This is an optimization exercise on Yosys and OpenROAD, whose aim is small area, a short achievable clock period and few clock cycles per item, not a production implementation.
The RTL was checked by simulation tests, not by an equivalence proof against the original design.

## design/flow/run.sh

```bash
#!/bin/bash
# synth_recipe.tcl (not shown) runs the flow's synth.tcl, then flattens the netlist and writes it again
# the make line also repeats each setting of config.mk as NAME=value (left out here)
make -C /OpenROAD-flow-scripts/flow DESIGN_CONFIG=/design/flow/config.mk WORK_HOME=/design/flow/orfs CLKGATE_MAP_FILE= SYNTH_SCRIPT=/design/flow/synth_recipe.tcl finish
```

## design/flow/config.mk

```make
export PLATFORM = sky130hd
export DESIGN_NAME = fuzzylogicspeedcontroller
export DESIGN_NICKNAME = fuzzylogicspeedcontroller
export VERILOG_FILES = /design/flow/design.v
export SDC_FILE = /design/flow/constraint.sdc
export NUM_CORES = 4
export LEC_CHECK = 0
export CAP_MARGIN = 20
export CORE_MARGIN = 2
export CORE_UTILIZATION = 40
export PLACE_DENSITY = 0.6
export SETUP_SLACK_MARGIN = 5
export SLEW_MARGIN = 20
```

## design/flow/constraint.sdc

```tcl
create_clock -name core_clock -period 10.0 [get_ports {clk}]
set_input_delay 2.0000 -clock core_clock [delete_from_list [all_inputs] [get_ports {clk}]]
set_output_delay 2.0000 -clock core_clock [all_outputs]
set_load 0.01 [all_outputs]
```

## design/flow/design.v

```verilog
`timescale 1ns / 1ps
module fuzzylogicspeedcontroller(
    input clk,
    input rst,
    input start,
    input [7:0] R,
    input [7:0] C,
    output ready,
    output reg done,
    output reg [7:0] pw
    );
assign ready = 1'b1;
function [5:0] min6(input [5:0] x, input [5:0] y);
  min6 = (x < y) ? x : y;
endfunction
function [5:0] max6(input [5:0] x, input [5:0] y);
  max6 = (x > y) ? x : y;
endfunction
reg v0;
reg [8:0] E0;
always @(posedge clk) begin
  if (rst) v0 <= 1'b0; else v0 <= start;
  E0 <= {1'b0, R} + {1'b0, ~C};
end
reg [8:0] oldE;
wire [8:0] de = 9'd255 + E0 - oldE;
reg [1:0] ei; reg [5:0] ea, eb;
reg dj;       reg [5:0] dc, dd;
reg [4:0] te, td;
always @(*) begin
  te = 5'd0;
  if (E0 < 158) begin ei = 0; ea = 63; eb = 0; end
  else if (E0 < 190) begin te = E0[4:0] - 5'd30; ei = 0; ea = {~te, 1'b1}; eb = {te, 1'b0}; end
  else if (E0 < 213) begin ei = 0; ea = 0; eb = 63; end
  else if (E0 < 245) begin te = E0[4:0] - 5'd21; ei = 1; ea = {~te, 1'b1}; eb = {te + 5'd3, 1'b0}; end
  else if (E0 < 265) begin ei = 1; ea = 0; eb = 63; end
  else if (E0 < 297) begin te = E0[4:0] - 5'd9; ei = 2; ea = {~te, 1'b1}; eb = {te, 1'b0}; end
  else if (E0 < 320) begin ei = 2; ea = 0; eb = 63; end
  else if (E0 < 352) begin te = E0[4:0]; ei = 3; ea = {~te, 1'b1}; eb = {te, 1'b0}; end
  else begin ei = 3; ea = 0; eb = 63; end
  td = de[4:0] - 5'd4;            
  if (de < 218) begin dj = 0; dc = 63; dd = 0; end
  else if (de < 250) begin td = de[4:0] - 5'd26; dj = 0; dc = {~td, 1'b1}; dd = {td, 1'b0}; end
  else if (de == 250) begin dj = 0; dc = 63; dd = 63; end
  else if (de <= 260) begin dj = 0; dc = 0; dd = 63; end
  else if (de <= 265) begin dj = 1; dc = 0; dd = {td, 1'b0}; end
  else if (de < 292) begin dj = 1; dc = {~td, 1'b1}; dd = {td, 1'b0}; end
  else if (de == 292) begin dj = 1; dc = 63; dd = 63; end
  else begin dj = 1; dc = 0; dd = 63; end
end
reg v1;
reg [1:0] i1; reg j1;
reg [5:0] ea1, eb1, ec1, ed1;
always @(posedge clk) begin
  if (rst) begin v1 <= 1'b0; oldE <= 9'd0; end
  else begin v1 <= v0; if (v0) oldE <= E0; end
  i1 <= ei; j1 <= dj; ea1 <= ea; eb1 <= eb; ec1 <= dc; ed1 <= dd;
end
wire [5:0] m00 = min6(ea1, ec1), m01 = min6(ea1, ed1), m10 = min6(eb1, ec1), m11 = min6(eb1, ed1);
wire [5:0] mA = max6(m00, m01), mB = max6(m10, m11), mX = max6(m01, m10);
reg [1:0] base; reg [5:0] l0, l1, l2;
always @(*) begin
  case ({i1, j1})
    3'b000: begin base = 0; l0 = max6(mX, m00); l1 = m11; l2 = 0; end
    3'b001: begin base = 0; l0 = mA; l1 = mB; l2 = 0; end
    3'b010: begin base = 0; l0 = m00; l1 = mX; l2 = m11; end
    3'b011: begin base = 1; l0 = mA; l1 = m10; l2 = m11; end
    3'b100: begin base = 1; l0 = m00; l1 = m01; l2 = mB; end
    3'b101: begin base = 2; l0 = m00; l1 = mX; l2 = m11; end
    3'b110: begin base = 3; l0 = mA; l1 = mB; l2 = 0; end
    default: begin base = 3; l0 = m00; l1 = max6(mX, m11); l2 = 0; end
  endcase
end
reg v2;
reg [1:0] base2; reg [5:0] L0, L1, L2;
always @(posedge clk) begin
  if (rst) v2 <= 1'b0; else v2 <= v1;
  base2 <= base; L0 <= l0; L1 <= l1; L2 <= l2;
end
wire [7:0] x0 = {L0[5:1], {3{L0[0]}}};
wire [7:0] x1 = {L1[5:1], {3{L1[0]}}};
wire [7:0] x2 = {L2[5:1], {3{L2[0]}}};
reg [6:0] dw1, dw2;
always @(*) begin
  case (base2)
    2'd0: begin dw1 = 33; dw2 = 68; end
    2'd1: begin dw1 = 35; dw2 = 69; end
    2'd2: begin dw1 = 34; dw2 = 67; end
    default: begin dw1 = 33; dw2 = 0; end
  endcase
end
reg v3;
reg [1:0] base3;
reg [14:0] num3;
reg [9:0] den3;
always @(posedge clk) begin
  if (rst) v3 <= 1'b0; else v3 <= v2;
  base3 <= base2;
  num3 <= x1 * dw1 + x2 * dw2;
  den3 <= x0 + x1 + x2;
end
function [17:0] dstep(input [16:0] rem, input [9:0] den, input integer k);
  reg [11:0] t;
  reg [16:0] r;
  begin
    r = rem;
    t = {1'b0, r[k+:11]} - {2'b0, den};
    if (!t[11]) r[k+:11] = t[10:0];
    dstep = {~t[11], r};
  end
endfunction
reg v4, v5, v6;
reg [1:0] base4, base5, base6;
reg [16:0] rm4, rm5, rm6;
reg [9:0] dn4, dn5, dn6;
reg [1:0] q4; reg [3:0] q5; reg [5:0] q6;
wire [17:0] s6 = dstep({2'b0, num3}, den3, 6);
wire [17:0] s5 = dstep(s6[16:0], den3, 5);
wire [17:0] s4 = dstep(rm4, dn4, 4);
wire [17:0] s3 = dstep(s4[16:0], dn4, 3);
wire [17:0] s2 = dstep(rm5, dn5, 2);
wire [17:0] s1 = dstep(s2[16:0], dn5, 1);
wire [17:0] s0 = dstep(rm6, dn6, 0);
reg [7:0] wb;
always @(*) begin
  case (base6)
    2'd0: wb = 120;
    2'd1: wb = 153;
    2'd2: wb = 188;
    default: wb = 222;
  endcase
end
always @(posedge clk) begin
  if (rst) begin v4 <= 0; v5 <= 0; v6 <= 0; end
  else begin v4 <= v3; v5 <= v4; v6 <= v5; end
  base4 <= base3; base5 <= base4; base6 <= base5;
  rm4 <= s5[16:0]; dn4 <= den3; q4 <= {s6[17], s5[17]};
  rm5 <= s3[16:0]; dn5 <= dn4; q5 <= {q4, s4[17], s3[17]};
  rm6 <= s1[16:0]; dn6 <= dn5; q6 <= {q5, s2[17], s1[17]};
end
always @(posedge clk) begin
  if (rst) begin done <= 1'b0; pw <= 8'd0; end
  else begin
    done <= v6;
    if (v6) pw <= wb + {q6, s0[17]};
  end
end
endmodule
```

==> flow_summary_export.csv, run 1 <==
group,metric,value,unit
yosys,avgSynthCellArea,8.84,um^2
die,rows,69,
placed_design,hpwl,25300,um
sta,skew,0.0250,ns
detailed_routing,wl_met2,15900,um
flow_run,drv_cap,0,
sta,worst_pin_slew,0.936,ns
yosys,synth_ff_type,"dfxtp_1",
final_layout,drive_gt1_share,14.2,%
min_path,hold_class,"reg2reg",
detailed_routing,drc,0,
yosys,synth-edff-count,0,
clocking,cts_hold_buf,0,
global_routing,first_global_vias,11000,
yosys,yosysTopAreaCell,"dfxtp_1",
final_layout,final_area,16600,um^2
yosys,yosys_warnings,1,
critical_path,worstPathMaxFanout,8,
die,die_y,194,um
die,start_util,40.6,%
detailed_routing,dr.pass1.iters,5,
sta,slew_viol_final,0,
clocking,cts_root_buffer,"clkbuf_16",
yosys,yosysMostFrequentCell,"inv_1",
detailed_routing,drt-initial-drc-count,527,
critical_path,cp.buffers_inverters,4,
detailed_routing,wl_per_cell,15.1,um
placed_design,dpl_cell_area,15200,um^2
final_layout,nNetsFinal,1984,
critical_path,crit_path_end_kind,"flip-flop",
global_routing,grt_max_degree,28,
global_routing,antenna_found_initial,0,
sta,rsz0062_at_grt,"true",
sta,setup_viol,0,
yosys,ys_seq_area_share,27.1,%
detailed_routing,route.layer.met1.wl,15200,um
final_layout,area_delta_synth_final,15.4,%
final_layout,fillers,3379,
sta,hold_viol,0,
global_routing,grt_first_pass_wirelength,54000,um
clocking,ctsLongestPathBuffers,2,
critical_path,crit_path_top_delay_cell,"a311o_2",
yosys,async_flop_share,0,%
detailed_routing,wl,32800,um
yosys,syn-num-nets,1921,
critical_path,crit_required,10.30,ns
clocking,numCtsBuffers,17,
yosys,synthDistinctLibCells,83,
die,pin_count,29,
yosys,synth_area,14400,um^2
clocking,clkLatencyLatePin,0.45,ns
clocking,cts.sinks,195,
detailed_routing,ant_nets,0,
die,dieWidth,194,um
critical_path,slowest_delay,0.42,ns
die,core,35600,um^2
yosys,yosys-top-cells-count,"inv_1, ha_1, dfxtp_1",
die,die_area,37600,um^2
sta,fin_crit,4.97,ns
sta,whs,0.318,ns
yosys,synth_top_area_share,27.1,%
placed_design,gp_congestion,0.867,
status,status,"finished clean",
sta,finalSetupTns,0,ns
clocking,htree_levels,4,
detailed_routing,via_per_inst,5.16,
critical_path,start_kind,"flip-flop",
detailed_routing,route.met3.wl,839,um
global_routing,overflow,0,
sta,fmax,201,MHz
yosys,ys_seq_elements,195,
detailed_routing,top_layer,"met4",
sta,maxSlewHeadroom,37.4,%
critical_path,cpLargestDelayFamily,"compound AO/OA/AOI/OAI gates",
detailed_routing,vias,11200,
placed_design,io_buffers,27,
critical_path,worstPathCellList,"inv_4 > ha_4 > a21oi_4 > o21ai_4 > a41oi_4 > buf_6 > mux2_4 > maj3_2 > a311o_2 > o21ai_4 > mux2i_2 > inv_2 > ha_4 > nor2b_4 > o21a_1 > o21ai_2 > nand2b_1 > a21oi_2 > nor2b_1 > o22a_2 > buf_6 > a211oi_4 > a211oi_2",
critical_path,criticalPathCategory,"reg2reg",
critical_path,critPathArrivalTime,5.27,ns
clocking,clk_pin_slew,0.08,ns
clocking,tritoncts,"built",
global_routing,gr-usage-all-layers,17.4,%
yosys,syn_inst,1632,
sta,finalCritPeriodShare,49.7,%
yosys,ys_top_cells_by_area,"dfxtp_1, ha_1, fa_1",
layer usage:
metal	up-vias	global-route usage, %
met2	175	30.1
met5	-	0
met4	0	5.75
met3	46	1.91
li1	5739	-
met1	5240	22.6
layout by cell type, fill, tap and decap left out, types with 14 or more instances in the layout:
cell type        count
inv_1              222
ha_1               215
dfxtp_1            181
a21oi_1            100
nor2_1              91
nand2_1             76
xnor2_1             60
o21ai_0             59
nor2b_1             52
buf_4               44
fa_1                43
mux2i_1             34
a21o_1              29
clkdlybuf4s50_1     27
a21oi_2             23
mux2_2              23
nand2b_1            23
nand3_1             19
a211oi_1            17
o21bai_1            17
clkbuf_16           17
nor3_1              16
xor2_1              16
and2_1              15
and3_1              14
o21ai_1             14
o21a_1              14
cells by family (layout without fill, tap and decap cells):
family | Yosys count | after routing | synth area share, %
AOI/OAI and AO/OA | 401 | 401 | 18.3
and+or+nand+nor | 356 | 356 | 12.4
adders and majority gates | 273 | 273 | 26.0
buffers and inverters | 267 | 343 | 7.04
DFF | 195 | 195 | 27.1
xor gates and xnor gates | 76 | 76 | 4.61
muxes | 63 | 63 | 4.61
other | 1 | 2 | 0.0260
path summary, 6_finish.rpt:
check / from / to / slack (ns) / depth (start not counted)
max: ed1[2]$_SDFF_PP0_ / L1[3]$_DFF_P_ / 5.03 / 23
min: base5[1]$_DFF_P_ / base6[1]$_DFF_P_ / 0.32 / 0
min reg2reg: base5[1]$_DFF_P_ / base6[1]$_DFF_P_ / 0.32 / 0
max reg2reg: ed1[2]$_SDFF_PP0_ / L1[3]$_DFF_P_ / 5.03 / 23
sequential cells by signal, summed over array words and instances, names as in the netlist, 10 cells and up:
signal and count:
dn4 10, dn5 10, num3 15, dn6 10
rm6 11, den3 10, rm4 15, rm5 13
timing repair:
item,in CTS,in global routing
pin swaps,10,37
setup buffers,17,27
resized for setup,42,110
endpoints found under the setup margin,46,52
worst reg2reg max path, delay by kind of cell, from the launching register on:
| kind | cells | cell delay (ns) |
|---|---|---|
| buf+inv | 4 | 0.48 |
| compound gates | 11 | 2.27 |
| flops | 1 | 0.35 |
| mux | 2 | 0.68 |
| fa+ha+maj | 3 | 0.80 |
| simple gates | 3 | 0.26 |
final cells by class:
class / instances / area, um^2 / share of cell area, %
Antenna cell: 1 / 2.50 / 0.0150
Clock buffer: 19 / 443 / 2.66
Clock inverter: 13 / 140 / 0.842
Inverter: 233 / 882 / 5.30
Multi-Input combinational cell: 1170 / 10000 / 60.1
Sequential cell: 195 / 3930 / 23.6
Tap cell: 461 / 577 / 3.47
Timing Repair Buffer: 78 / 673 / 4.04
metrics by stage:
stage | setup slack, ns | instances | util (%)
5_1_grt | 4.90 | 2169 | 46.8
3_3_place_gp | 4.30 | 2093 | 42.7
2_1_floorplan | 5.00 | 1632 | -
4_1_cts | 5.00 | 2142 | 45.1
3_5_place_dp | 4.31 | 2093 | 42.7
6_report | 5.03 | 2170 | 46.8
Testbench counts, summed over its fixed seeds: cycles 3,248, items 3,200.
==> inputs of run 2 (changes only) <==
--- a/design/flow/config.mk
+++ b/design/flow/config.mk
@@ -11,3 +11,2 @@
 export PLACE_DENSITY = 0.6
-export SETUP_SLACK_MARGIN = 5
 export SLEW_MARGIN = 20
==> run 2 against run 1 <==
Largest cell class unchanged; core utilization shrank 2.5 points; first-iteration DRC count shrank 0.57%; die area is the same; worst hold slack gained 0.011 ns; critical endpoint is now L0[1]$_DFF_P_; clock-buffer cell count shrank 1; critical path depth grew 2; sequential share of layout area grew 1.2 points; non-clock buffer count shrank 44; highest routed layer unchanged; register-to-register slack lost 0.86 ns; clock skew shrank 0.015 ns.
==> flow_summary_export.csv, run 2 <==
group,metric,value,unit
sta,worst_slack,4.17,ns
die,pin_count,29,
global_routing,antenna_found_initial,0,
final_layout,nNetsFinal,1940,
yosys,ys_top_cells_by_area,"dfxtp_1, ha_1, fa_1",
placed_design,dpl_cell_area,15200,um^2
flow_run,drv_cap,0,
detailed_routing,wl,32500,um
yosys,synth-edff-count,0,
critical_path,criticalPathCategory,"reg2reg",
final_layout,fillers,3503,
final_layout,top_regs,"num3 x15, rm4 x15, rm5 x13",
critical_path,cpLargestDelayFamily,"compound AO/OA/AOI/OAI gates",
critical_path,slowest_delay,0.45,ns
placed_design,dp_worst_setup_slack,4.30,ns
sta,finalSetupTns,0,ns
min_path,hold_class,"reg2reg",
critical_path,crit_path_end_kind,"flip-flop",
die,rows,69,
global_routing,overflow,0,
yosys,synthDistinctLibCells,83,
final_layout,mostFrequentLayoutCell,"inv_1",
placed_design,gp_congestion,0.889,
detailed_routing,drc,0,
clocking,clkLatencyLatePin,0.44,ns
yosys,syn_inst,1632,
critical_path,crit_required,10.27,ns
yosys,yosys-top-cells-count,"inv_1, ha_1, dfxtp_1",
yosys,avgSynthCellArea,8.84,um^2
critical_path,start_kind,"flip-flop",
sta,worst_pin_slew,0.981,ns
sta,setup_viol,0,
detailed_routing,wl_per_cell,15.3,um
clocking,ctsResizeCount,0,
sta,finalCritPeriodShare,58.3,%
final_layout,diodes,0,
detailed_routing,drt-initial-drc-count,524,
sta,fmax,172,MHz
global_routing,first_global_vias,10900,
detailed_routing,dr.pass1.iters,5,
global_routing,grt_max_degree,28,
die,die_area,37600,um^2
critical_path,critPathMostFrequentCell,"a21oi_1",
final_layout,seq_area,3900,um^2
yosys,synth_area,14400,um^2
placed_design,io_buffers,27,
detailed_routing,vias,11100,
sta,fin_crit,5.83,ns
die,dieWidth,194,um
sta,maxSlewHeadroom,34.4,%
sta,skew,0.0103,ns
yosys,syn-num-nets,1921,
sta,hold_viol,0,
clocking,cts_setup_buffers,0,
critical_path,rr_worst_depth,25,
yosys,yosysMostFrequentCell,"inv_1",
final_layout,drive_gt1_share,5.83,%
sta,slew_viol_final,0,
clocking,cts_hold_buf,0,
detailed_routing,ant_nets,0,
placed_design,hpwl,25800,um
global_routing,grt_first_pass_wirelength,54500,um
clocking,cts.sinks,195,
clocking,tritoncts,"built",
die,die_y,194,um
die,start_util,40.6,%
die,core,35600,um^2
critical_path,crit_path_top_delay_cell,"a21oi_1",
yosys,synth_ff_type,"dfxtp_1",
detailed_routing,via_per_inst,5.24,
critical_path,cp.buffers_inverters,2,
critical_path,critPathArrivalTime,6.10,ns
yosys,async_flop_share,0,%
final_layout,final_area,15800,um^2
critical_path,critical_path_depth,25,
clocking,ctsLongestPathBuffers,2,
clocking,htree_levels,4,
status,status,"finished clean",
sta,rsz0062_at_grt,"false",
clocking,numCtsBuffers,17,
final_layout,fin_util,44.3,%
final_layout,area_delta_synth_final,9.30,%
final_layout,multiInputGateArea,9500,um^2
clocking,clk_pin_slew,0.08,ns
yosys,ys_seq_area_share,27.1,%
global_routing,gr-usage-all-layers,17.5,%
critical_path,worstPathMaxFanout,8,
yosys,yosys_warnings,1,
yosys,ys_seq_elements,195,
yosys,synth_top_area_share,27.1,%
min_path,hold_depth,0,
clocking,cts_root_buffer,"clkbuf_16",
final_layout,layout_common_cells,"inv_1, ha_1, dfxtp_1, a21oi_1, nor2_1",
yosys,yosysTopAreaCell,"dfxtp_1",
run 2: cell counts after synthesis:
No cell type changed its count.
run 2: cells by family (layout without fill, tap and decap cells):
group	count (synthesis)	in the layout	share of synthesized area [%]
multiplexers	63	63	4.61
adder cells (fa/ha/maj)	273	273	26.0
AO/OA/AOI/OAI	401	401	18.3
AND/OR/NAND/NOR	356	356	12.4
other	1	1	0.0260
XOR/XNOR	76	76	4.61
flip-flops	195	195	27.1
buffers and inverters	267	298	7.04
run 2: path summary, 6_finish.rpt:
| kind | from | endpoint | slack (ns) |
|---|---|---|---|
| min reg2reg | num3[4]$_DFF_P_ | rm4[4]$_DFF_P_ | 0.33 |
| max reg2reg | ec1[5]$_SDFF_PP1_ | L0[1]$_DFF_P_ | 4.17 |
| max | ec1[5]$_SDFF_PP1_ | L0[1]$_DFF_P_ | 4.17 |
| min | num3[4]$_DFF_P_ | rm4[4]$_DFF_P_ | 0.33 |
run 2: per-layer routing:
| metal | track usage, % | wire length [um] |
|---|---|---|
| met3 | 2.31 | 848 |
| met5 | 0 | 0 |
| met1 | 23.0 | 15300 |
| met2 | 30.9 | 16000 |
| met4 | 3.34 | 258 |
run 2: per-stage QoR:
stage	hold slack, ns	instances
2_1_floorplan	0.310	1632
3_3_place_gp	0.310	2093
3_5_place_dp	0.312	2093
4_1_cts	0.330	2124
5_1_grt	0.331	2124
6_report	0.329	2124
run 2: cell type report:
class	instances	area share, %
multi-input cells	1170	60.3
clock inverters	13	0.913
flip-flops and latches	195	24.8
inverters	233	5.55
clock buffers	18	2.79
well taps	461	3.66
repair buffers	34	2.05
==> inputs of run 3 (changes only) <==
--- a/design/flow/config.mk
+++ b/design/flow/config.mk
@@ -7,2 +7,3 @@
 export LEC_CHECK = 0
+export ABC_CLOCK_PERIOD_IN_PS = 3000
 export CAP_MARGIN = 20
==> run 3 against run 2 <==
Still clean; first-iteration DRC count stayed put; register-to-register slack hardly changed; core utilization stayed put; via count stayed put; sequential share of layout area stayed put; largest cell class unchanged.
==> flow_summary_export.csv, run 3 <==
group,metric,value,unit
clocking,cts_setup_buffers,0,
detailed_routing,vias,11100,
placed_design,gp_congestion,0.889,
yosys,synth-edff-count,0,
sta,worst_slack,4.17,ns
min_path,hold_depth,0,
min_path,hold_class,"reg2reg",
critical_path,criticalPathCategory,"reg2reg",
yosys,async_flop_share,0,%
placed_design,hpwl,25800,um
final_layout,layout_common_cells,"inv_1, ha_1, dfxtp_1, a21oi_1, nor2_1",
clocking,ctsResizeCount,0,
sta,fin_crit,5.83,ns
critical_path,r2r-start,"ec1[5]$_SDFF_PP1_",
yosys,yosys-top-cells-count,"inv_1, ha_1, dfxtp_1",
clocking,cts_hold_buf,0,
global_routing,grt_use_met2,30.9,%
yosys,synth_ff_type,"dfxtp_1",
global_routing,grt_first_pass_wirelength,54500,um
detailed_routing,drt-initial-drc-count,524,
critical_path,worstPathMaxFanout,8,
critical_path,crit_required,10.27,ns
placed_design,io_buffers,27,
clocking,tritoncts,"built",
global_routing,first_global_vias,10900,
sta,fmax,172,MHz
yosys,ys_top_cells_by_area,"dfxtp_1, ha_1, fa_1",
detailed_routing,wl,32500,um
flow_run,drv_cap,0,
min_path,hold_start,"num3[4]$_DFF_P_",
yosys,ys_seq_elements,195,
die,die_area,37600,um^2
yosys,yosys_warnings,1,
yosys,synth_top_area_share,27.1,%
placed_design,dp_worst_setup_slack,4.30,ns
global_routing,antenna_found_initial,0,
final_layout,nNetsFinal,1940,
yosys,yosysMostFrequentCell,"inv_1",
final_layout,final_area,15800,um^2
critical_path,rr_worst_depth,25,
yosys,syn_inst,1632,
die,rows,69,
sta,setup_viol,0,
status,status,"finished clean",
yosys,syn-num-nets,1921,
sta,maxSlewHeadroom,34.4,%
clocking,clkLatencyLatePin,0.44,ns
critical_path,start_kind,"flip-flop",
sta,finalCritPeriodShare,58.3,%
sta,rsz0062_at_grt,"false",
critical_path,r2r_setup_slack,4.17,ns
yosys,ys_seq_area_share,27.1,%
die,die_y,194,um
clocking,numCtsBuffers,17,
critical_path,reg2reg_to,"L0[1]$_DFF_P_",
sta,slew_viol_final,0,
clocking,cts_root_buffer,"clkbuf_16",
die,pin_count,29,
critical_path,critPathArrivalTime,6.10,ns
die,start_util,40.6,%
global_routing,gr-usage-all-layers,17.5,%
clocking,ctsLongestPathBuffers,2,
yosys,synth_area,14400,um^2
sta,skew,0.0103,ns
final_layout,mostFrequentLayoutCell,"inv_1",
detailed_routing,drc,0,
global_routing,met3_usage,2.31,%
clocking,htree_levels,4,
placed_design,dpl_cell_area,15200,um^2
sta,whs,0.329,ns
global_routing,met1_usage,23.0,%
clocking,cts.sinks,195,
die,dieWidth,194,um
detailed_routing,ant_nets,0,
final_layout,drive_gt1_share,5.83,%
sta,finalSetupTns,0,ns
clocking,clk_pin_slew,0.08,ns
final_layout,diodes,0,
yosys,yosysTopAreaCell,"dfxtp_1",
global_routing,overflow,0,
global_routing,grt_max_degree,28,
global_routing,busiest_layer,"met2",
detailed_routing,wl_per_cell,15.3,um
detailed_routing,via_per_inst,5.24,
sta,worst_pin_slew,0.981,ns
yosys,synthDistinctLibCells,83,
sta,hold_viol,0,
critical_path,crit_path_end_kind,"flip-flop",
die,core,35600,um^2
min_path,hold_path_end,"rm4[4]$_DFF_P_",
detailed_routing,dr.pass1.iters,5,
final_layout,area_delta_synth_final,9.30,%
final_layout,top_regs,"num3 x15, rm4 x15, rm5 x13",
yosys,avgSynthCellArea,8.84,um^2
run 3: worst max path at each step:
stage	slack, ns	cells past startpoint	from	endpoint
floorplan	4.98	26	ed1[2]$_SDFF_PP0_	L1[0]$_DFF_P_
global placement	4.42	25	ec1[2]$_SDFF_PP1_	L0[0]$_DFF_P_
detailed placement	4.30	24	den3[0]$_DFF_P_	rm4[13]$_DFF_P_
CTS	4.28	25	ec1[2]$_SDFF_PP1_	L0[0]$_DFF_P_
global route	3.63	25	ec1[5]$_SDFF_PP1_	L0[0]$_DFF_P_
finish	4.17	25	ec1[5]$_SDFF_PP1_	L0[1]$_DFF_P_
run 3: worst max-delay path, cell delays in order, from the launching register on:
cell	delay (ns)
dfxtp_1	0.34
inv_1	0.07
ha_1	0.32
a21oi_1	0.22
nand2_1	0.12
a21oi_1	0.45
nor2_1	0.08
a21oi_1	0.41
ha_1	0.33
nor2b_1	0.13
o21ai_0	0.15
and4bb_2	0.33
o21ai_4	0.29
mux2i_1	0.35
inv_1	0.12
ha_1	0.32
nor2b_1	0.15
o21a_1	0.13
o21a_1	0.10
o21ai_0	0.06
nand2b_1	0.07
a21oi_1	0.06
a31oi_1	0.27
a21oi_1	0.11
o22ai_1	0.41
o221ai_1	0.26
run 3: area by class of cell:
class / count / area [um^2]
clock buffers: 18 / 439
clock inverters: 13 / 144
well taps: 461 / 577
repair buffers: 34 / 323
flip-flops and latches: 195 / 3900
fillers: 3503 / 19800
inverters: 233 / 875
multi-input cells: 1170 / 9500
run 3: cells by family (layout without fill, tap and decap cells):
family	after synthesis	in the layout	share of synthesized area [%]
buf+inv	267	298	7.04
other cells	1	1	0.0260
xor+xnor	76	76	4.61
mux	63	63	4.61
compound gates	401	401	18.3
flops	195	195	27.1
simple gates	356	356	12.4
fa+ha+maj	273	273	26.0
run 3: routing by layer:
layer	wire (um)	up-vias
li1	-	5642
met1	15300	5318
met2	16000	150
met3	848	19
met4	258	0
met5	0	-
run 3: through the flow:
| stage | util [%] | instances |
|---|---|---|
| detailed placement | 42.7 | 2093 |
| finish | 44.3 | 2124 |
| CTS | 44.3 | 2124 |
| global route | 44.3 | 2124 |
| global placement | 42.7 | 2093 |
| floorplan | - | 1632 |

-- static timing again, ports no longer ideal --
No port has a modelled driver above. Below, the same layouts with a new extraction and two added sets of constraints.
Step 1 assumes that a clkbuf_16 drives the clock port and a buf_2 every other input.
Step 2 moves the port delays by t, midway between the first and last clock arrival at a register: inputs arrive t later, outputs are due t later. That takes back most of the time a late clock gives input paths.
Three values: ideal, step 1, step 2; two values: the first two.
run | t, ns | slack for setup (ns) | worst setup path after step 2 | slew at the worst register clock pin (ns) | cell pins on the clock port's net
run 1 | 0.493 | 5.034 / 5.034 / 5.034 | register to register | 0.09 / 0.09 | 1
run 2 | 0.486 | 4.173 / 4.173 / 4.173 | register to register | 0.08 / 0.08 | 1
run 3 | 0.486 | 4.173 / 4.173 / 4.173 | register to register | 0.08 / 0.08 | 1
After both steps every run listed still meets setup and hold.
